Context: an optimization exercise on an open-source flow, tuned for small area. The choices shown serve that exercise and are no tape-out recipe.
The RTL was checked by simulation tests, not by an equivalence proof against the original design.
Power and IR drop assume default switching activity.

==> design/flow/flow/area.abc <==
strash
&get -n
&st
&deepsyn -J 100
&put
dch -f
amap
topo
==> design/flow/design.v <==
`timescale 1ns / 1ps
module ReactionTimer(
    input clk,
    input rst,
    input ck_rst,
    input [3:0] btn,
    output ck_io0,
    output ck_io1,
    output ck_io2,
    output ck_io3,
    output ck_io4,
    output ck_io5,
    output ck_io6,
    output ck_io7,
    output ck_io8,
    output ck_io9,
    output ck_io10,
    output ck_io11,
    output [3:0] leds
  );
  localparam [2:0] S_A = 3'b000, S_B = 3'b001, S_C0 = 3'b010, S_C1 = 3'b011,
                   S_D0 = 3'b100, S_D1 = 3'b101, S_E0 = 3'b111, S_E1 = 3'b110;
  reg [2:0] st;
  reg [6:0] P;
  reg [2:0] Q;
  reg [2:0] BK;
  reg [1:0] BT;
  reg [13:0] R;
  reg L;
  wire tick = (P[4:0] == 5'b10110);
  wire scan = tick & ~Q[2] & ~Q[0];
  wire bk_end = BT[1] & BT[0] & BK[2] & ~BK[0];
  wire blink = scan & bk_end & (R[3:0] == 4'd0);
  wire waiting = ~st[2] & ~st[1];
  wire in_c0 = (st == S_C0);
  wire in_c1 = (st == S_C1);
  wire bcd = st[2];
  wire in_e = st[2] & st[1];
  wire in_e1 = (st == S_E1);
  wire ledon = st[2] & (st[1] | st[0]);
  always @(posedge clk)
  begin
    if (rst)
    begin
      P <= 7'd22;
      Q <= 3'b000;
      BK[2:0] <= 3'b010;
    end
    else
    begin
      P <= tick ? 7'd36 : {P[5:0], P[6] ^ P[0]};
      if (tick)
        Q <= {Q[1:0], ~Q[2] & ~Q[1]};
      if (scan)
      begin
        BK[2] <= bk_end | BK[1];
        if (waiting)
          BK[1:0] <= bk_end ? 2'b00 : {BK[0], BK[1] ^ BT[1]};
        else
          BK[1:0] <= {BK[0] & in_e1, ~BK[1] & in_e1};
      end
    end
  end
  wire fbit = ~(R[0] ^ R[13] ^ R[2]);
  wire done = (&R[12:0]) & (BT[1] | ~BT[0]);
  wire in_d = st[2] & ~st[1];
  wire cin = waiting | (tick & (in_d | (in_c1 & BT[1])));
  wire [3:0] d0 = R[3:0], d1 = R[7:4], d2 = R[11:8], d3 = {BT, R[13:12]};
  wire at8191 = d3[3] & ~d3[0] & d2[0] & d1[3] & d1[0] & (d0 == 4'd1);
  wire [3:0] gc;
  wire [13:0] sum;
  assign gc[0] = cin;
  genvar k;
  generate
    for (k = 0; k < 3; k = k + 1)
    begin : grp
      wire [3:0] g = R[4*k+3:4*k];
      wire c1 = gc[k] & g[0];
      wire c2 = c1 & g[1];
      wire c3 = c2 & g[2];
      wire m = bcd & c1 & g[3];
      assign gc[k+1] = bcd ? m : (c3 & g[3]);
      assign sum[4*k] = g[0] ^ (gc[k] | in_c0);
      assign sum[4*k+1] = (g[1] ^ (c1 | in_c0)) & ~m;
      assign sum[4*k+2] = g[2] ^ (c2 | in_c0);
      assign sum[4*k+3] = (g[3] ^ (c3 | in_c0)) & ~m;
    end
  endgenerate
  wire t1 = gc[3] & R[12];
  wire t2 = t1 & R[13] & bcd;
  wire t3 = t2 & BT[0];
  assign sum[12] = R[12] ^ (gc[3] & ~(bcd & BT[1]));
  assign sum[13] = R[13] ^ t1;
  wire clr = (in_c1 & done) | (in_d & tick & at8191);
  always @(posedge clk)
  begin
    if (rst | clr)
      R <= 14'b11_0000_0000_0000;
    else
      R <= sum;
  end
  always @(posedge clk)
  begin
    if (rst)
      BT <= 2'b11;
    else if (clr)
      BT <= 2'b11;
    else if (waiting)
    begin
      if (scan)
        BT <= bk_end ? 2'b10 : {BT[0], BK[2]};
    end
    else if (in_c0)
      BT <= {tick, fbit};
    else
      BT <= {BT[1] ^ (in_c1 ? tick : t3), BT[0] ^ t2};
  end
  always @(posedge clk)
  begin
    if (rst)
      st <= S_A;
    else
    begin
      case (st)
        S_A:  if (!ck_rst) st <= S_B;
        S_B:  if (ck_rst) st <= S_C0;
        S_C0: st <= S_C1;
        S_C1: if (done) st <= S_D0;
        S_D0: st <= btn[0] ? S_E0 : S_D1;
        S_D1: if (btn[0]) st <= S_E0;
        S_E0: if (scan) st <= S_E1;
        default: st <= S_E1;
      endcase
    end
  end
  always @(posedge clk)
  begin
    if (rst)
      L <= 1'b1;
    else if (bcd)
      L <= 1'b1;
    else if (waiting & blink)
      L <= ~L;
  end
  assign leds = {{3{L & ~ledon}}, L};
  wire [1:0] dsel = BK[1:0];
  reg [3:0] dig;
  always @( * )
  begin
    case (dsel)
      2'b00: dig = d0;
      2'b01: dig = d1;
      2'b11: dig = d2;
      default: dig = d3;
    endcase
  end
  wire [6:0] seg;
  assign seg[6] = ~((~dig[3] & ~dig[2] & ~dig[1] & dig[0]) | (dig[3] & dig[2]) | (dig[2] & ~dig[1] & ~dig[0]));
  assign seg[5] = (~dig[3] & dig[1] & dig[0]) | (~dig[2]) | (~dig[1] & ~dig[0]);
  assign seg[4] = ~((dig[3] & dig[2]) | (~dig[2] & dig[1] & ~dig[0]));
  assign seg[3] = ~((~dig[3] & ~dig[2] & ~dig[1] & dig[0]) | (dig[2] & ~dig[1] & ~dig[0]) | (dig[2] & dig[1] & dig[0]));
  assign seg[2] = ~((dig[2] & ~dig[1]) | (dig[0]));
  assign seg[1] = ~((~dig[3] & ~dig[2] & dig[0]) | (~dig[2] & dig[1]) | (dig[1] & dig[0]));
  assign seg[0] = ~((~dig[3] & ~dig[2] & ~dig[1]) | (dig[2] & dig[1] & dig[0]));
  wire [6:0] segs = seg;
  assign ck_io0 = ~(in_e1 & (dsel == 2'b00));
  assign ck_io1 = ~(in_e1 & (dsel == 2'b01));
  assign ck_io2 = ~(in_e1 & (dsel == 2'b11));
  assign ck_io3 = ~(in_e1 & (dsel == 2'b10));
  assign {ck_io4, ck_io5, ck_io6, ck_io7, ck_io8, ck_io9, ck_io10} = segs;
  assign ck_io11 = 1'b0;
endmodule
==> design/flow/constraint.sdc <==
create_clock -name core_clock -period 20.0 [get_ports {clk}]
set_input_delay 4.0000 -clock core_clock [delete_from_list [all_inputs] [get_ports {clk}]]
set_output_delay 4.0000 -clock core_clock [all_outputs]
set_load 0.01 [all_outputs]
==> design/flow/config.mk <==
export PLATFORM = sky130hd
export DESIGN_NAME = ReactionTimer
export DESIGN_NICKNAME = ReactionTimer
export VERILOG_FILES = /design/flow/design.v
export SDC_FILE = /design/flow/constraint.sdc
export NUM_CORES = 4
export LEC_CHECK = 0
export CAP_MARGIN = 5
export CORE_MARGIN = 2
export CORE_UTILIZATION = 40
export GPL_TIMING_DRIVEN = 0
export SLEW_MARGIN = 5
==> design/flow/standard.sh <==
#!/bin/bash
# synth_recipe.tcl (not shown) runs the flow's synth.tcl, then flattens the netlist and writes it again
# the make line also repeats each setting of config.mk as NAME=value (left out here)
make -C /OpenROAD-flow-scripts/flow DESIGN_CONFIG=/design/flow/config.mk WORK_HOME=/design/flow/orfs CLKGATE_MAP_FILE= SYNTH_SCRIPT=/design/flow/synth_recipe.tcl "${@:-finish}"
==> design/flow/flow/run.sh <==
#!/bin/bash
# Layout flow: the standard ORFS flow with these changes.
#  - Synthesis is the standard flow's (same passes, same registers) except that ABC
#    maps the combinational logic with an area-oriented script (area.abc).
#  - Port buffers are sky130_fd_sc_hd__buf_1 cells.
#  - Clock tree: clkbuf_4 buffers, no dummy loads.
# Each tool's output goes to its own log file in this folder.
set -euo pipefail
W=$PWD
# ORFS synth.tcl with ABC's script argument replaced by flow/area.abc
sed "/log_cmd abc {\*}\$abc_args/i set abc_args [lreplace \$abc_args 1 1 $W/flow/area.abc]" \
  "$FLOW_HOME/scripts/synth.tcl" > "$W/synth_area.tcl"
grep -q "flow/area.abc" "$W/synth_area.tcl"
# The standard flow's synthesis script, sourcing the modified synth.tcl
sed "s#^source \$::env(SCRIPTS_DIR)/synth.tcl#source $W/synth_area.tcl#" synth_recipe.tcl > "$W/synth_top.tcl"
grep -q "synth_area.tcl" "$W/synth_top.tcl"
# The standard flow's layout script, using that synthesis script
sed "s#SYNTH_SCRIPT=[^ ]*#SYNTH_SCRIPT=$W/synth_top.tcl#" standard.sh > "$W/layout.sh"
grep -q "synth_top.tcl" "$W/layout.sh"
export BUFFER_PORTS_ARGS="-buffer_cell sky130_fd_sc_hd__buf_1"
export CTS_ARGS="-sink_clustering_enable -repair_clock_nets -buf_list sky130_fd_sc_hd__clkbuf_4 -dont_use_dummy_load"
bash "$W/layout.sh" > "$W/layout.log" 2>&1
==> results of run 1 <==
worst reg2reg max path, cell delays in order, from the launching register on:
cell      delay [ps]
dfxtp_1          340
nand2_1           50
nor4b_1          860
o21ai_0          350
o21ai_0          200
nor2b_1          210
nor2_1            70
nor2_1           150
nor2_1            70
nor2_1           160
nor2_1            70
nor2_1           150
nor3_1            80
nor2_1           220
a21oi_1          120
nor2_1           170
a21oi_1          100
nor2b_1          200
o211ai_1         170
nor2_1           140
ha_1             140
nor2b_1          120
ha_1             240
clkinv_1          50
o32ai_1           60
o21a_1           190
nor2_1            70
o21ai_0           70
worst paths after layout:
kind,end,startpoint
max,ck_io4,BK[0]
max reg2reg,BT[0],P[4]
min,Q[0],Q[2]
min reg2reg,Q[0],Q[2]
state kept, by name (all words and copies together) (netlist names):
| signal | flops |
|---|---|
| BK | 3 |
| BT | 2 |
| L | 1 |
| P | 7 |
| Q | 3 |
| R | 14 |
| st | 3 |
kinds of logic (layout without fill, tap and decap cells):
group           Yosys count  count (layout)
simple gates            102             102
fa+ha+maj                 2               2
buf+inv                  33              57
compound gates           62              62
other cells               1               1
flops                    33              33
power by group through the flow:
stage                     clock network (mW)  logic, mW  registers (mW)
after floorplan                            0     0.0266          0.0754
after global placement                     0     0.0355          0.0768
after detailed placement                   0     0.0359          0.0769
after CTS                             0.0324     0.0361          0.0754
after global routing                  0.0352     0.0412          0.0763
final                                 0.0310     0.0361          0.0754
stage by stage:
stage | cell area, sq um | hold slack, ps
floorplan | 1707 | 418.9
global placement | 1837 | 429.9
detailed placement | 1852 | 430.9
CTS | 1889 | 466.9
finish | 1889 | 461.0
global route | 1889 | 483.4
routing by layer:
metal,routed length (microns),vias to the layer above,GRT usage (%)
met3,119,4,3.634
met1,2062,730,24.91
met2,1767,28,27.56
met4,56,0,6.972
met5,0,-,0
li1,-,878,-
placed cells by master (no fill, tap or decap), types with 3 or more instances in the layout:
cell	count
a2111oi_0	3
a211oi_1	13
a21oi_1	8
a31oi_1	3
buf_1	18
buf_4	5
clkbuf_4	5
clkinv_1	29
dfxtp_1	33
nand2_1	15
nand3_1	8
nor2_1	53
nor2b_1	4
nor3_1	5
nor4_1	3
o21ai_0	13
o22ai_1	8
or2_0	6
final cells by class:
type,count,area share [%]
clock buffers,5,1.987
multi-input cells,167,48.41
flip-flops and latches,33,34.97
inverters,29,5.762
well taps,50,3.311
plain buffers,4,1.589
repair buffers,19,3.974
==> flow_summary.json, run 1 <==
{
  "status": "no timing/DRC/antenna violations",
  "syn_area_sq_um": 1707,
  "core-area_sq_um": 4058,
  "path_class": "flop to output port",
  "timing.final.crit_share_pct": 31.61,
  "p_int_mw": 0.09530,
  "leakagePower_nw": 0.6379,
  "multi_input_area_sq_um": 914.6,
  "p_seq_share_pct": 52.9,
  "clock-sinks": 33,
  "cts_made_buffers": 5,
  "p_clk_share_pct": 21.7,
  "grt_pass1_vias": 1537,
  "routed_wl_mm": 4.006,
  "firstDrtPassIters": 4,
  "synthTopCellsByArea": "dfxtp_1 39%, nor2_1 12%, clkinv_1 6.4%",
  "ff_latch_area_sq_um": 660.6,
  "layout.nets": 268,
  "area_delta_synth_final_pct": 10.70,
  "ys_warn_count": 1,
  "clkTransAtPathRegs_ps": 110,
  "max_cap_violations": 0,
  "share_comb_of_total_power_pct": 25.3,
  "slew_headroom_pct": 31.80,
  "rows": 23,
  "viasPerCell": 5.342,
  "yosys_register_bits": 33,
  "synth_top_area_share_pct": 38.71,
  "drt_iter0_markers": 70,
  "clockRootBuffer": "clkbuf_4",
  "wl_per_cell_microns": 13.05,
  "syn_area_per_cell_sq_um": 7.325,
  "worst_pin_slew_ps": 1009,
  "pre_cts_ws_ps": 14030,
  "power.density_nw_per_um2": 75.39,
  "synth_simple_gate_area_share_pct": 26.83,
  "yosysSeqAreaShare_pct": 38.71,
  "postCtsHoldBufs": 0,
  "synth_top_area_cell": "dfxtp_1",
  "finalCriticalPeriod_ps": 6321,
  "grt_pass1_wl_mm": 6.982,
  "die_y_microns": 69.32,
  "ff2ff_setup_slack_ps": 15060,
  "cp_num_cells": 10,
  "grt_max_degree": 14,
  "die_x_microns": 69.32,
  "cts_resized": 0,
  "grt_setup_unrepaired": "no",
  "crit_required_ps": 16000,
  "synth_xor_area_share_pct": 0,
  "grt-ovfl-total": 0,
  "h-tree-depth": 2,
  "power_mw": 0.1424,
  "place.gp.congestion": 0.8588,
  "floorplan.initialDensity_pct": 42.06,
  "postSynthCellCount": 233,
  "max_stage_delay_ps": 470,
  "syn_nets": 242,
  "max_freq_mhz": 158.2,
  "nFillCells": 421,
  "drv_slew": 0,
  "r2r_cells": 27,
  "synth_fa_ha_area_share_pct": 1.466,
  "hold_viol_final": 0,
  "drcViolationCount": 0,
  "synthFlopType": "dfxtp_1",
  "fin_cells": 307,
  "dp_hpwl_mm": 3.119,
  "final_util_pct": 46.56,
  "cpMaxStageDelayCell": "dfxtp_1",
  "fin_skew_ps": 43.74,
  "crit_buf_inv": 2,
  "setup_ws_ps": 13680,
  "antenna_left": 0,
  "tns_ps": 0,
  "synth_edf_count": 0,
  "path_cells": "clkinv_1 -> nand2_1 -> o22ai_1 -> a31oi_1 -> o21ai_0 -> nor3_1 -> nor2_1 -> nor2_1 -> a21oi_1 -> buf_1",
  "portBuffers": 18,
  "clk_latency_ps": 330,
  "final_layout_size_suffix_gt1_share_pct": 4.280,
  "cts_setup_buffers": 0,
  "critPathTopFamily": "simple AND/OR/NAND/NOR gates",
  "setup.worst_path.end_class": "output port",
  "synth_commonest_cells": "53 x nor2_1, 33 x dfxtp_1, 29 x clkinv_1, 15 x nand2_1",
  "ioPinCount": 23,
  "synth.most_common_cell": "nor2_1",
  "grt_usage_pct": 18.02,
  "sw_frac_of_total_pct": 33.09,
  "p_sw_mw": 0.04713,
  "synth_top_family_by_area": "simple AND/OR/NAND/NOR gates",
  "cts_tree": "done",
  "min_path_cells": 1,
  "path_max_fanout": 7,
  "synth_cell_types": 35,
  "hp-class": "flop to flop",
  "synthArstFlopShare_pct": 0,
  "die-area_sq_um": 4805,
  "ctsLongestPathBuffers": 2,
  "cpMostUsedCell": "nor2_1",
  "setup_viol": 0,
  "vias": 1640,
  "antenna_cells": 0,
  "start_kind": "flop",
  "synth_compound_area_share_pct": 24.63,
  "synthMuxAreaShare_pct": 0,
  "antenna_found_initial": 0,
  "ir_worst_vdd_mv": 0.03724,
  "arrival_ps": 2320,
  "dp.cells": 302
}
==> run 2: changes to the inputs <==
--- a/design/flow/config.mk
+++ b/design/flow/config.mk
@@ -5,8 +5,8 @@
 export SDC_FILE = /design/flow/constraint.sdc
 export NUM_CORES = 4
 export LEC_CHECK = 0
-export CAP_MARGIN = 5
+export CAP_MARGIN = 20
 export CORE_MARGIN = 2
 export CORE_UTILIZATION = 40
 export GPL_TIMING_DRIVEN = 0
-export SLEW_MARGIN = 5
+export SLEW_MARGIN = 20
==> flow_summary.json, run 2 <==
{
  "synth_top_area_share_pct": 38.71,
  "holdWs_ps": 461.0,
  "floorplan.initialDensity_pct": 42.06,
  "status": "no timing/DRC/antenna violations",
  "pre_cts_ws_ps": 14030,
  "grt_use_met3_pct": 3.634,
  "cts_made_buffers": 5,
  "synthTopCellsByArea": "dfxtp_1 39%, nor2_1 12%, clkinv_1 6.4%",
  "clk_latency_ps": 330,
  "ff_latch_area_sq_um": 660.6,
  "worst_pin_slew_ps": 1009,
  "grtUsageMet2_pct": 27.56,
  "drt_iter0_markers": 70,
  "syn_nets": 242,
  "die_y_microns": 69.32,
  "synth_xor_area_share_pct": 0,
  "grt_pass1_wl_mm": 6.982,
  "synthMuxAreaShare_pct": 0,
  "dp_hpwl_mm": 3.119,
  "firstDrtPassIters": 4,
  "drcViolationCount": 0,
  "setup_ws_ps": 13680,
  "final_util_pct": 46.56,
  "hp-class": "flop to flop",
  "start_kind": "flop",
  "portBuffers": 18,
  "setup.worst_path.end_class": "output port",
  "clock-sinks": 33,
  "r2r_start": "P[4]",
  "cts_setup_buffers": 0,
  "final_cell_mix": "53 x nor2_1, 33 x dfxtp_1, 29 x clkinv_1",
  "grt-ovfl-total": 0,
  "synth_commonest_cells": "53 x nor2_1, 33 x dfxtp_1, 29 x clkinv_1, 15 x nand2_1",
  "ioPinCount": 23,
  "fin_area_sq_um": 1889,
  "max_cap_violations": 0,
  "vias": 1640,
  "layout.nets": 268,
  "clockRootBuffer": "clkbuf_4",
  "synth_compound_area_share_pct": 24.63,
  "arrival_ps": 2320,
  "cpMaxStageDelayCell": "dfxtp_1",
  "postSynthCellCount": 233,
  "power_mw": 0.1424,
  "grt_usage_pct": 18.02,
  "fin_skew_ps": 43.74,
  "final_common_cell": "nor2_1",
  "critPathTopFamily": "simple AND/OR/NAND/NOR gates",
  "synth_top_family_by_area": "simple AND/OR/NAND/NOR gates",
  "viasPerCell": 5.342,
  "finalCriticalPeriod_ps": 6321,
  "core-area_sq_um": 4058,
  "wl_per_cell_microns": 13.05,
  "max_stage_delay_ps": 470,
  "antenna_left": 0,
  "synth_top_area_cell": "dfxtp_1",
  "area_delta_synth_final_pct": 10.70,
  "synth_simple_gate_area_share_pct": 26.83,
  "syn_area_sq_um": 1707,
  "synth_edf_count": 0,
  "drv_slew": 0,
  "path_cells": "clkinv_1 -> nand2_1 -> o22ai_1 -> a31oi_1 -> o21ai_0 -> nor3_1 -> nor2_1 -> nor2_1 -> a21oi_1 -> buf_1",
  "clkTransAtPathRegs_ps": 110,
  "die_x_microns": 69.32,
  "largest_reg_flops": 14,
  "fin_cells": 307,
  "synth.most_common_cell": "nor2_1",
  "multi_input_area_sq_um": 914.6,
  "ys_warn_count": 1,
  "routed_wl_mm": 4.006,
  "grt_max_degree": 14,
  "ir_worst_vdd_mv": 0.03724,
  "cts_tree": "done",
  "antenna_found_initial": 0,
  "max_freq_mhz": 158.2,
  "syn_area_per_cell_sq_um": 7.325,
  "yosys_register_bits": 33,
  "dp.cells": 302,
  "timing.final.crit_share_pct": 31.61,
  "slew_headroom_pct": 31.80,
  "hold_viol_final": 0,
  "setup_viol": 0,
  "nFillCells": 421,
  "min_from": "Q[2]",
  "grt_pass1_vias": 1537,
  "path_class": "flop to output port",
  "synthFlopType": "dfxtp_1",
  "die-area_sq_um": 4805,
  "synth_cell_types": 35,
  "ctsLongestPathBuffers": 2,
  "yosysSeqAreaShare_pct": 38.71,
  "cp-startpoint": "BK[0]",
  "grt_setup_unrepaired": "no",
  "cts_resized": 0,
  "synth_fa_ha_area_share_pct": 1.466,
  "power.density_nw_per_um2": 75.39,
  "leakagePower_nw": 0.6379,
  "crit_buf_inv": 2,
  "use_met1_pct": 24.91,
  "top_register": "R",
  "synthArstFlopShare_pct": 0,
  "h-tree-depth": 2,
  "final_layout_size_suffix_gt1_share_pct": 4.280,
  "rows": 23,
  "path_max_fanout": 7,
  "place.gp.congestion": 0.8588,
  "antenna_cells": 0,
  "cpMostUsedCell": "nor2_1",
  "crit_required_ps": 16000,
  "reg_top3": "R: 14 flops, P: 7 flops",
  "tns_ps": 0,
  "top_usage_layer": "met2",
  "postCtsHoldBufs": 0,
  "postPlaceCellArea_sq_um": 1852
}
## run 2: cell counts after synthesis
No cell type changed its count.
## run 2: final timing paths
check / slack (ps) / cells past startpoint / to
setup / recovery: 13680 / 10 / ck_io4
hold / removal: 460 / 1 / Q[0]
setup reg to reg: 15060 / 27 / BT[0]
hold reg to reg: 460 / 1 / Q[0]
## run 2: layer usage
layer | share of wire, % | wire (microns) | up-vias
met5 | 0 | 0 | -
met4 | 1.4 | 56 | 0
met3 | 3.0 | 119 | 4
met2 | 44 | 1767 | 28
met1 | 51 | 2062 | 730
li1 | - | - | 878
## run 2: logic make-up after synthesis
logic type,after synthesis
buffers and inverters,33
and+or+nand+nor,102
DFF,33
adders and majority gates,2
AOI/OAI and AO/OA,62
other,1
## run 2: layout make-up
type | count | area share, %
Timing Repair Buffer | 19 | 3.974
Buffer | 4 | 1.589
Tap cell | 50 | 3.311
Clock buffer | 5 | 1.987
Multi-Input combinational cell | 167 | 48.41
Sequential cell | 33 | 34.97
Inverter | 29 | 5.762
## run 2: report_power, final
| part | leakage, nW | switching (mW) | internal, mW | total (mW) |
|---|---|---|---|---|
| logic | 0.344 | 0.0232 | 0.0128 | 0.0361 |
| clock network | 0.0230 | 0.0193 | 0.0117 | 0.0310 |
| registers | 0.271 | 0.00462 | 0.0708 | 0.0754 |
==> run 3: changes to the inputs <==
--- a/design/flow/config.mk
+++ b/design/flow/config.mk
@@ -8,5 +8,4 @@
 export CAP_MARGIN = 20
 export CORE_MARGIN = 2
 export CORE_UTILIZATION = 40
-export GPL_TIMING_DRIVEN = 0
 export SLEW_MARGIN = 20
==> flow_summary.json, run 3 <==
{
  "status": "no timing/DRC/antenna violations",
  "hold_viol_final": 0,
  "crit_required_ps": 16000,
  "reg_top3": "R: 14 flops, P: 7 flops",
  "antenna_found_initial": 0,
  "final_util_pct": 45.82,
  "viasPerCell": 5.441,
  "floorplan.initialDensity_pct": 42.06,
  "synth_edf_count": 0,
  "portBuffers": 18,
  "synth_top_area_cell": "dfxtp_1",
  "grt_usage_pct": 17.96,
  "die-area_sq_um": 4805,
  "syn_area_per_cell_sq_um": 7.325,
  "p_clk_share_pct": 22.7,
  "yosysSeqAreaShare_pct": 38.71,
  "clk_latency_ps": 340,
  "final_layout_size_suffix_gt1_share_pct": 2.756,
  "postSynthCellCount": 233,
  "cts_resized": 0,
  "firstDrtPassIters": 5,
  "start_kind": "flop",
  "p_int_mw": 0.09533,
  "final_common_cell": "nor2_1",
  "p_seq_share_pct": 52.3,
  "synthTopCellsByArea": "dfxtp_1 39%, nor2_1 12%, clkinv_1 6.4%",
  "postPlaceCellArea_sq_um": 1822,
  "synth.most_common_cell": "nor2_1",
  "largest_reg_flops": 14,
  "power_mw": 0.1440,
  "antenna_left": 0,
  "syn_area_sq_um": 1707,
  "path_max_fanout": 7,
  "drt_iter0_markers": 75,
  "path_class": "flop to output port",
  "nFillCells": 429,
  "cts_made_buffers": 5,
  "dp_hpwl_mm": 3.112,
  "wl_per_cell_microns": 13.46,
  "top_register": "R",
  "grt_pass1_vias": 1473,
  "syn_nets": 242,
  "timing.final.crit_share_pct": 31.87,
  "clock-sinks": 33,
  "ctsLongestPathBuffers": 2,
  "cts_setup_buffers": 0,
  "max_freq_mhz": 156.9,
  "grt_setup_unrepaired": "no",
  "rows": 23,
  "sw_frac_of_total_pct": 33.80,
  "synthFlopType": "dfxtp_1",
  "antenna_cells": 0,
  "setup_viol": 0,
  "pre_cts_ws_ps": 14030,
  "drcViolationCount": 0,
  "h-tree-depth": 2,
  "leakagePower_nw": 0.6222,
  "clockRootBuffer": "clkbuf_4",
  "layout.nets": 265,
  "drv_slew": 0,
  "yosys_register_bits": 33,
  "ys_warn_count": 1,
  "fin_skew_ps": 39.77,
  "area_delta_synth_final_pct": 8.944,
  "grt_pass1_wl_mm": 6.975,
  "grt_max_degree": 14,
  "synthArstFlopShare_pct": 0,
  "arrival_ps": 2370,
  "hp-class": "flop to flop",
  "max_cap_violations": 0,
  "tns_ps": 0,
  "final_cell_mix": "53 x nor2_1, 33 x dfxtp_1, 29 x clkinv_1",
  "power.density_nw_per_um2": 77.46,
  "slew_headroom_pct": 29.07,
  "routed_wl_mm": 4.093,
  "ioPinCount": 23,
  "core-area_sq_um": 4058,
  "synth_commonest_cells": "53 x nor2_1, 33 x dfxtp_1, 29 x clkinv_1, 15 x nand2_1",
  "clkTransAtPathRegs_ps": 110,
  "postCtsHoldBufs": 0,
  "finalCriticalPeriod_ps": 6373,
  "vias": 1654,
  "cts_tree": "done",
  "synth_top_area_share_pct": 38.71,
  "setup.worst_path.end_class": "output port",
  "grt-ovfl-total": 0,
  "place.gp.congestion": 0.8519,
  "die_y_microns": 69.32,
  "die_x_microns": 69.32,
  "setup_ws_ps": 13630,
  "share_comb_of_total_power_pct": 25.0,
  "ir_worst_vdd_mv": 0.03069,
  "synth_cell_types": 35,
  "fin_area_sq_um": 1859,
  "p_sw_mw": 0.04868,
  "worst_pin_slew_ps": 1050
}
==> run 3: cell counts after synthesis <==
Identical to the previous run, type by type.
==> run 3: final timing paths <==
kind / slack, ps / cells after the start / from / end
worst max-delay path: 13630 / 10 / BK[0] / ck_io4
worst min-delay path: 460 / 1 / Q[2] / Q[0]
worst max register to register: 15660 / 28 / P[1] / BT[0]
worst min register to register: 460 / 1 / Q[2] / Q[0]
==> run 3: per-stage QoR <==
stage | std cells | hold WS, ps
finish | 304 | 459.7
global route | 304 | 482.7
CTS | 304 | 461.9
detailed placement | 299 | 440.5
global placement | 299 | 432.3
floorplan | 233 | 418.9
==> run 3: layer usage <==
layer	share of wire, %	vias up	global-route usage [%]
li1	-	872	-
met1	50	741	24.62
met3	4.6	6	4.506
met5	0	-	0
met2	44	35	27.56
met4	1.3	0	5.882
==> run 3: critical path, stage by stage, from the launching register on <==
cell and delay [ps]:
dfxtp_1 470, clkinv_1 240, nand2_1 190, o22ai_1 90, a31oi_1 150, o21ai_0 200, nor3_1 300, nor2_1 70
nor2_1 130, a21oi_1 60, buf_1 150
==> run 3: cell type report <==
type	instances	area (sq um)	area share, %
multi-input cells	167	907.1	48.79
flip-flops and latches	33	660.6	35.53
inverters	29	108.9	5.855
repair buffers	20	82.58	4.441
well taps	50	62.56	3.365
clock buffers	5	37.54	2.019
==> run 3: kinds of logic (layout without fill, tap and decap cells) <==
group	after synthesis	count (layout)	share of synthesized area, %
buffers and inverters	33	54	8.138
other	1	1	0.2197
and+or+nand+nor	102	102	26.83
adders and majority gates	2	2	1.466
DFF	33	33	38.71
AOI/OAI and AO/OA	62	62	24.63
==> run 3: power groups by stage <==
stage / combinational [mW] / sequential, mW / clock [mW]
4_1_cts: 0.0361 / 0.0754 / 0.0338
6_report: 0.0360 / 0.0753 / 0.0326
5_1_grt: 0.0411 / 0.0762 / 0.0366
3_3_place_gp: 0.0356 / 0.0769 / 0
3_5_place_dp: 0.0359 / 0.0769 / 0
2_1_floorplan: 0.0266 / 0.0754 / 0
==> run 4: changes to the inputs <==
--- a/design/flow/design.v
+++ b/design/flow/design.v
@@ -144,16 +144,10 @@
   end
   assign leds = {{3{L & ~ledon}}, L};
   wire [1:0] dsel = BK[1:0];
-  reg [3:0] dig;
-  always @( * )
-  begin
-    case (dsel)
-      2'b00: dig = d0;
-      2'b01: dig = d1;
-      2'b11: dig = d2;
-      default: dig = d3;
-    endcase
-  end
+  wire [3:0] lit = {in_e1 & (dsel == 2'b10), in_e1 & (dsel == 2'b11),
+                    in_e1 & (dsel == 2'b01), in_e1 & (dsel == 2'b00)};
+  wire [3:0] dig = ({4{lit[0]}} & d0) | ({4{lit[1]}} & d1) |
+                   ({4{lit[2]}} & d2) | ({4{lit[3]}} & d3);
   wire [6:0] seg;
   assign seg[6] = ~((~dig[3] & ~dig[2] & ~dig[1] & dig[0]) | (dig[3] & dig[2]) | (dig[2] & ~dig[1] & ~dig[0]));
   assign seg[5] = (~dig[3] & dig[1] & dig[0]) | (~dig[2]) | (~dig[1] & ~dig[0]);
@@ -163,10 +157,7 @@
   assign seg[1] = ~((~dig[3] & ~dig[2] & dig[0]) | (~dig[2] & dig[1]) | (dig[1] & dig[0]));
   assign seg[0] = ~((~dig[3] & ~dig[2] & ~dig[1]) | (dig[2] & dig[1] & dig[0]));
   wire [6:0] segs = seg;
-  assign ck_io0 = ~(in_e1 & (dsel == 2'b00));
-  assign ck_io1 = ~(in_e1 & (dsel == 2'b01));
-  assign ck_io2 = ~(in_e1 & (dsel == 2'b11));
-  assign ck_io3 = ~(in_e1 & (dsel == 2'b10));
+  assign {ck_io3, ck_io2, ck_io1, ck_io0} = ~lit;
   assign {ck_io4, ck_io5, ck_io6, ck_io7, ck_io8, ck_io9, ck_io10} = segs;
   assign ck_io11 = 1'b0;
 endmodule
--- a/design/flow/config.mk
+++ b/design/flow/config.mk
@@ -7,5 +7,5 @@
 export LEC_CHECK = 0
 export CAP_MARGIN = 20
 export CORE_MARGIN = 2
-export CORE_UTILIZATION = 40
+export CORE_UTILIZATION = 60
 export SLEW_MARGIN = 20
==> flow_summary.json, run 4 <==
{
  "antenna_cells": 0,
  "p_sw_mw": 0.03718,
  "dp_hpwl_mm": 2.987,
  "final_common_cell": "nor2_1",
  "ctsLongestPathBuffers": 2,
  "cts_resized": 0,
  "hold_viol_final": 0,
  "synth_commonest_cells": "54 x nor2_1, 39 x clkinv_1, 33 x dfxtp_1, 17 x nand2_1",
  "clockRootBuffer": "clkbuf_4",
  "max_cap_violations": 0,
  "syn_area_per_cell_sq_um": 7.092,
  "ff_latch_area_sq_um": 660.6,
  "ir_worst_vdd_mv": 0.07278,
  "synth.most_common_cell": "nor2_1",
  "synth_top_area_share_pct": 38.18,
  "power_mw": 0.1267,
  "reg_top3": "R: 14 flops, P: 7 flops",
  "setup.worst_path.end_class": "output port",
  "die_y_microns": 57.71,
  "cpMaxStageDelayCell": "dfxtp_1",
  "final_cell_mix": "54 x nor2_1, 39 x clkinv_1, 33 x dfxtp_1",
  "vias": 1728,
  "drt_iter0_markers": 120,
  "arrival_ps": 3050,
  "floorplan.initialDensity_pct": 62.75,
  "nFillCells": 267,
  "tns_ps": 0,
  "slew_headroom_pct": 44.89,
  "clk_latency_ps": 340,
  "dp.cells": 290,
  "grt_usage_pct": 26.25,
  "cts_setup_buffers": 0,
  "max_freq_mhz": 141.9,
  "p_clk_share_pct": 25.0,
  "grt-ovfl-total": 0,
  "finalCriticalPeriod_ps": 7049,
  "setup_viol": 0,
  "synthFlopType": "dfxtp_1",
  "die_x_microns": 57.71,
  "grtUsageMet2_pct": 39.12,
  "hp-class": "flop to flop",
  "p_seq_share_pct": 58.9,
  "yosys_register_bits": 33,
  "timing.final.crit_share_pct": 35.25,
  "power.density_nw_per_um2": 68.40,
  "drv_slew": 0,
  "synth_top_area_cell": "dfxtp_1",
  "ioPinCount": 23,
  "grt_setup_unrepaired": "no",
  "routed_wl_mm": 4.004,
  "path_cells": "clkinv_1 -> nor2_1 -> nand3_1 -> o22ai_1 -> nor2_1 -> nor3_1 -> or2_0 -> nor2_1 -> buf_1",
  "portBuffers": 18,
  "ys_warn_count": 1,
  "crit_required_ps": 16000,
  "grt_max_degree": 13,
  "synthArstFlopShare_pct": 0,
  "viasPerCell": 5.858,
  "clkTransAtPathRegs_ps": 100,
  "wl_per_cell_microns": 13.57,
  "final_layout_size_suffix_gt1_share_pct": 2.273,
  "grt_use_met3_pct": 6.696,
  "layout.nets": 275,
  "sw_frac_of_total_pct": 29.35,
  "path_max_fanout": 11,
  "area_delta_synth_final_pct": 7.014,
  "top_usage_layer": "met2",
  "postCtsHoldBufs": 0,
  "top_register": "R",
  "grt_pass1_wl_mm": 6.775,
  "h-tree-depth": 2,
  "cpMostUsedCell": "nor2_1",
  "clock-sinks": 33,
  "cts_made_buffers": 5,
  "antenna_left": 0,
  "place.gp.congestion": 0.8661,
  "syn_nets": 253,
  "syn_area_sq_um": 1730,
  "use_met1_pct": 36.89,
  "die-area_sq_um": 3330,
  "yosysSeqAreaShare_pct": 38.18,
  "multi_input_area_sq_um": 893.4,
  "antenna_found_initial": 0,
  "max_stage_delay_ps": 560,
  "start_kind": "flop",
  "fin_cells": 295,
  "synthTopCellsByArea": "dfxtp_1 38%, nor2_1 12%, clkinv_1 8.5%",
  "cts_tree": "done",
  "p_int_mw": 0.08949,
  "largest_reg_flops": 14,
  "postSynthCellCount": 244,
  "rows": 19,
  "leakagePower_nw": 0.6393,
  "share_comb_of_total_power_pct": 16.1,
  "firstDrtPassIters": 4,
  "core-area_sq_um": 2758,
  "grt_pass1_vias": 1550,
  "synth_edf_count": 0,
  "synth_cell_types": 32,
  "path_class": "flop to output port",
  "status": "no timing/DRC/antenna violations",
  "worst_pin_slew_ps": 823.7,
  "drcViolationCount": 0,
  "fin_skew_ps": 20.95
}
==> run 4: cell types whose count changed in the layout (fill, tap and decap cells not counted), sizes merged, moves of 2 or more <==
| cell | delta |
|---|---|
| nor3 | +6 |
| o22ai | +3 |
| a21oi | +2 |
| a31oi | +2 |
| clkinv | +10 |
| nor2b | -2 |
| a211oi | -3 |
| o21ai | -6 |
| nand2 | +2 |
| o21a | -2 |
==> run 4: cells by family after synthesis <==
group / after synthesis / share of synthesized area (%)
compound gates: 57 / 22.34
fa+ha+maj: 2 / 1.446
buf+inv: 43 / 10.20
flops: 33 / 38.18
other cells: 1 / 0.2167
simple gates: 108 / 27.62
==> run 4: final timing paths <==
path                            cells after the start  slack, ps   from     end
worst max-delay path                                9      12950  st[2]  ck_io7
worst min-delay path                                1        460   P[1]    P[2]
worst max register to register                     23      15600   P[4]   BT[1]
worst min register to register                      1        460   P[1]    P[2]
==> run 4: area by class of cell <==
cell class	count	share of cell area [%]
Sequential cell	33	35.68
Clock buffer	5	2.027
Multi-Input combinational cell	168	48.24
Timing Repair Buffer	19	4.054
Tap cell	31	2.095
Inverter	39	7.905
==> run 4: critical path: cells and delay by family, from the launching register on <==
family          cells  cell delay [ps]
simple gates        6             1420
flops               1              560
buf+inv             2              500
compound gates      1              220
==> run 4: metal layers <==
metal / vias up / part of all wire, %
li1: 896 / -
met1: 769 / 49
met2: 54 / 44
met3: 9 / 5.8
met4: 0 / 1.9
met5: - / 0
==> run 4: per-stage QoR <==
stage	setup slack [ps]	utilization [%]	hold WS, ps	instance area [sq um]
2_1_floorplan	13880	-	415.7	1730
3_3_place_gp	13400	65.79	434.0	1814
3_5_place_dp	13390	65.79	434.0	1814
4_1_cts	13000	67.15	462.9	1852
5_1_grt	12630	67.15	490.2	1852
6_report	12950	67.15	457.8	1852
==> run 4: power by group through the flow <==
stage	clock network, mW	logic (mW)	registers, mW
2_1_floorplan	0	0.0157	0.0750
3_3_place_gp	0	0.0197	0.0759
3_5_place_dp	0	0.0201	0.0760
4_1_cts	0.0332	0.0202	0.0745
5_1_grt	0.0362	0.0232	0.0752
6_report	0.0316	0.0204	0.0746
==> run 5: changes to the inputs <==
--- a/design/flow/config.mk
+++ b/design/flow/config.mk
@@ -7,5 +7,5 @@
 export LEC_CHECK = 0
 export CAP_MARGIN = 20
 export CORE_MARGIN = 2
-export CORE_UTILIZATION = 60
+export CORE_UTILIZATION = 40
 export SLEW_MARGIN = 20
==> flow_summary.json, run 5 <==
{
  "status": "no timing/DRC/antenna violations",
  "leakagePower_nw": 0.6393,
  "power.density_nw_per_um2": 67.56,
  "min_path_cells": 1,
  "yosys_register_bits": 33,
  "ir_worst_vdd_mv": 0.04025,
  "syn_nets": 253,
  "dp_hpwl_mm": 3.131,
  "ctsLongestPathBuffers": 2,
  "synth_fa_ha_area_share_pct": 1.446,
  "worst_pin_slew_ps": 800.6,
  "min_to": "P[2]",
  "die_y_microns": 69.77,
  "final_layout_size_suffix_gt1_share_pct": 2.273,
  "synth_simple_gate_area_share_pct": 27.62,
  "drcViolationCount": 0,
  "final_common_cell": "nor2_1",
  "r2r_cells": 23,
  "drt_iter0_markers": 90,
  "ff2ff_setup_slack_ps": 15720,
  "ys_warn_count": 1,
  "die-area_sq_um": 4868,
  "path_cells": "clkinv_1 -> nor2_1 -> nand3_1 -> o22ai_1 -> nor2_1 -> clkinv_1 -> nor3_1 -> or2_0 -> nor2_1 -> buf_1",
  "vias": 1704,
  "clk_latency_ps": 330,
  "synthArstFlopShare_pct": 0,
  "grt_max_degree": 13,
  "cts_tree": "done",
  "min_from": "P[1]",
  "cpMostUsedCell": "nor2_1",
  "max_cap_violations": 0,
  "final_util_pct": 45.90,
  "firstDrtPassIters": 4,
  "tns_ps": 0,
  "yosysSeqAreaShare_pct": 38.18,
  "synth_edf_count": 0,
  "synth_cell_types": 32,
  "fin_skew_ps": 27.64,
  "max_stage_delay_ps": 550,
  "antenna_found_initial": 0,
  "die_x_microns": 69.77,
  "postSynthCellCount": 244,
  "setup.worst_path.end_class": "output port",
  "r2r_start": "P[4]",
  "antenna_left": 0,
  "layout.nets": 275,
  "syn_area_per_cell_sq_um": 7.092,
  "final_cell_mix": "54 x nor2_1, 39 x clkinv_1, 33 x dfxtp_1",
  "antenna_cells": 0,
  "clockRootBuffer": "clkbuf_4",
  "crit_required_ps": 16000,
  "synth_top_area_share_pct": 38.18,
  "viasPerCell": 5.427,
  "postCtsHoldBufs": 0,
  "wl_per_cell_microns": 12.83,
  "cp-startpoint": "st[2]",
  "floorplan.initialDensity_pct": 42.35,
  "cts_resized": 0,
  "drv_slew": 0,
  "cts_setup_buffers": 0,
  "synthTopCellsByArea": "dfxtp_1 38%, nor2_1 12%, clkinv_1 8.5%",
  "max_freq_mhz": 141.7,
  "r2r_end": "BT[1]",
  "core-area_sq_um": 4086,
  "rows": 23,
  "finalCriticalPeriod_ps": 7057,
  "top_register": "R",
  "clkTransAtPathRegs_ps": 100,
  "synthMuxAreaShare_pct": 0,
  "syn_area_sq_um": 1730,
  "slew_headroom_pct": 46.43,
  "synth_compound_area_share_pct": 22.34,
  "synth_xor_area_share_pct": 0,
  "hold_viol_final": 0,
  "hp-class": "flop to flop",
  "grt_usage_pct": 17.97,
  "synth_top_area_cell": "dfxtp_1",
  "arrival_ps": 3060,
  "area_delta_synth_final_pct": 8.388,
  "path_class": "flop to output port",
  "timing.final.crit_share_pct": 35.29,
  "synthFlopType": "dfxtp_1",
  "portBuffers": 18,
  "cpMaxStageDelayCell": "dfxtp_1",
  "start_kind": "flop",
  "cts_made_buffers": 5,
  "grt_pass1_wl_mm": 7.051,
  "synth_top_family_by_area": "simple AND/OR/NAND/NOR gates",
  "place.gp.congestion": 0.8717,
  "setup_viol": 0,
  "largest_reg_flops": 14,
  "reg_top3": "R: 14 flops, P: 7 flops",
  "h-tree-depth": 2,
  "ioPinCount": 23,
  "clock-sinks": 33,
  "path_max_fanout": 11,
  "synth_commonest_cells": "54 x nor2_1, 39 x clkinv_1, 33 x dfxtp_1, 17 x nand2_1",
  "synth.most_common_cell": "nor2_1",
  "grt_setup_unrepaired": "no",
  "grt_pass1_vias": 1559,
  "routed_wl_mm": 4.030,
  "grt-ovfl-total": 0
}
-- run 5: cell counts after synthesis --
Identical to the previous run, type by type.
-- run 5: worst max path at each step --
stage                        end  slack, ps  cells after the start
after global routing      ck_io4      12600                     10
after detailed placement  ck_io7      13360                      9
after global placement    ck_io7      13370                     10
after floorplan           ck_io4      13880                      9
after CTS                 ck_io7      12990                      9
final                     ck_io4      12940                     10
-- run 5: layout make-up --
type	count	area, sq um
clock buffer	5	37.54
fill	429	2211
tap	50	62.56
sequential	33	660.6
multi-input combinational	168	893.4
timing repair buffer	19	75.07
inverter	39	146.4
-- run 5: power by group --
| part | internal (mW) | switching [mW] | total (mW) |
|---|---|---|---|
| Clock | 0.0117 | 0.0201 | 0.0318 |
| Combinational | 0.00705 | 0.0133 | 0.0204 |
| Sequential | 0.0707 | 0.00379 | 0.0745 |
| Total | 0.0895 | 0.0372 | 0.127 |
-- run 5: cells by family (layout without fill, tap and decap cells) --
logic type | count (synthesis) | count (layout)
and+or+nand+nor | 108 | 108
AOI/OAI and AO/OA | 57 | 57
buffers and inverters | 43 | 63
DFF | 33 | 33
adders and majority gates | 2 | 2
other | 1 | 1
-- run 5: through the flow --
| stage | cells | power (mW) | area, sq um | setup WS, ps | hold slack, ps |
|---|---|---|---|---|---|
| after floorplan | 244 | 0.09066 | 1730 | 13880 | 415.7 |
| after global placement | 309 | 0.09598 | 1838 | 13370 | 423.4 |
| after detailed placement | 309 | 0.09610 | 1838 | 13360 | 438.3 |
| after CTS | 314 | 0.1280 | 1876 | 12990 | 454.8 |
| after global routing | 314 | 0.1346 | 1876 | 12600 | 498.3 |
| final | 314 | 0.1267 | 1876 | 12940 | 452.3 |
-- run 5: per-layer routing --
layer  vias to the layer above  track usage (%)  wire length (microns)
met2                        50            26.88                   1728
met3                        10            4.942                    231
li1                        885                -                      -
met1                       759            24.46                   1980
met5                         -                0                      0
met4                         0            7.051                     89
-- run 5: worst max-delay path: cells and delay by family (launching register included) --
kind / cells / cell delay (ps)
buf+inv: 3 / 610
simple gates: 6 / 1300
flops: 1 / 550
compound gates: 1 / 250

==> static timing again, ports no longer ideal <==
Ports are ideal in the flow. The routed layouts listed here were re-timed in OpenROAD.
Step 1 assumes that a clkbuf_16 drives the clock port and a buf_2 every other input.
Step 2 moves the port delays by t, midway between the first and last clock arrival at a register: inputs arrive t later, outputs are due t later. That takes back most of the time a late clock gives input paths.
a / b / c = ideal ports / drivers / drivers and shift; a / b = the first two.
run | shift t [ns] | setup WS [ns] | hold WS [ns] | cell pins on the clock port's net
run 1 | 0.336 | 13.679 / 13.656 / 13.992 | 0.461 / 0.461 / 0.461 | 1
run 2 | 0.336 | 13.679 / 13.656 / 13.992 | 0.461 / 0.461 / 0.461 | 1
run 3 | 0.348 | 13.627 / 13.603 / 13.951 | 0.460 / 0.460 / 0.460 | 1
run 4 | 0.352 | 12.951 / 12.929 / 13.281 | 0.458 / 0.458 / 0.458 | 1
run 5 | 0.344 | 12.943 / 12.919 / 13.262 | 0.452 / 0.452 / 0.452 | 1
After both steps setup and hold are still met in every run listed.
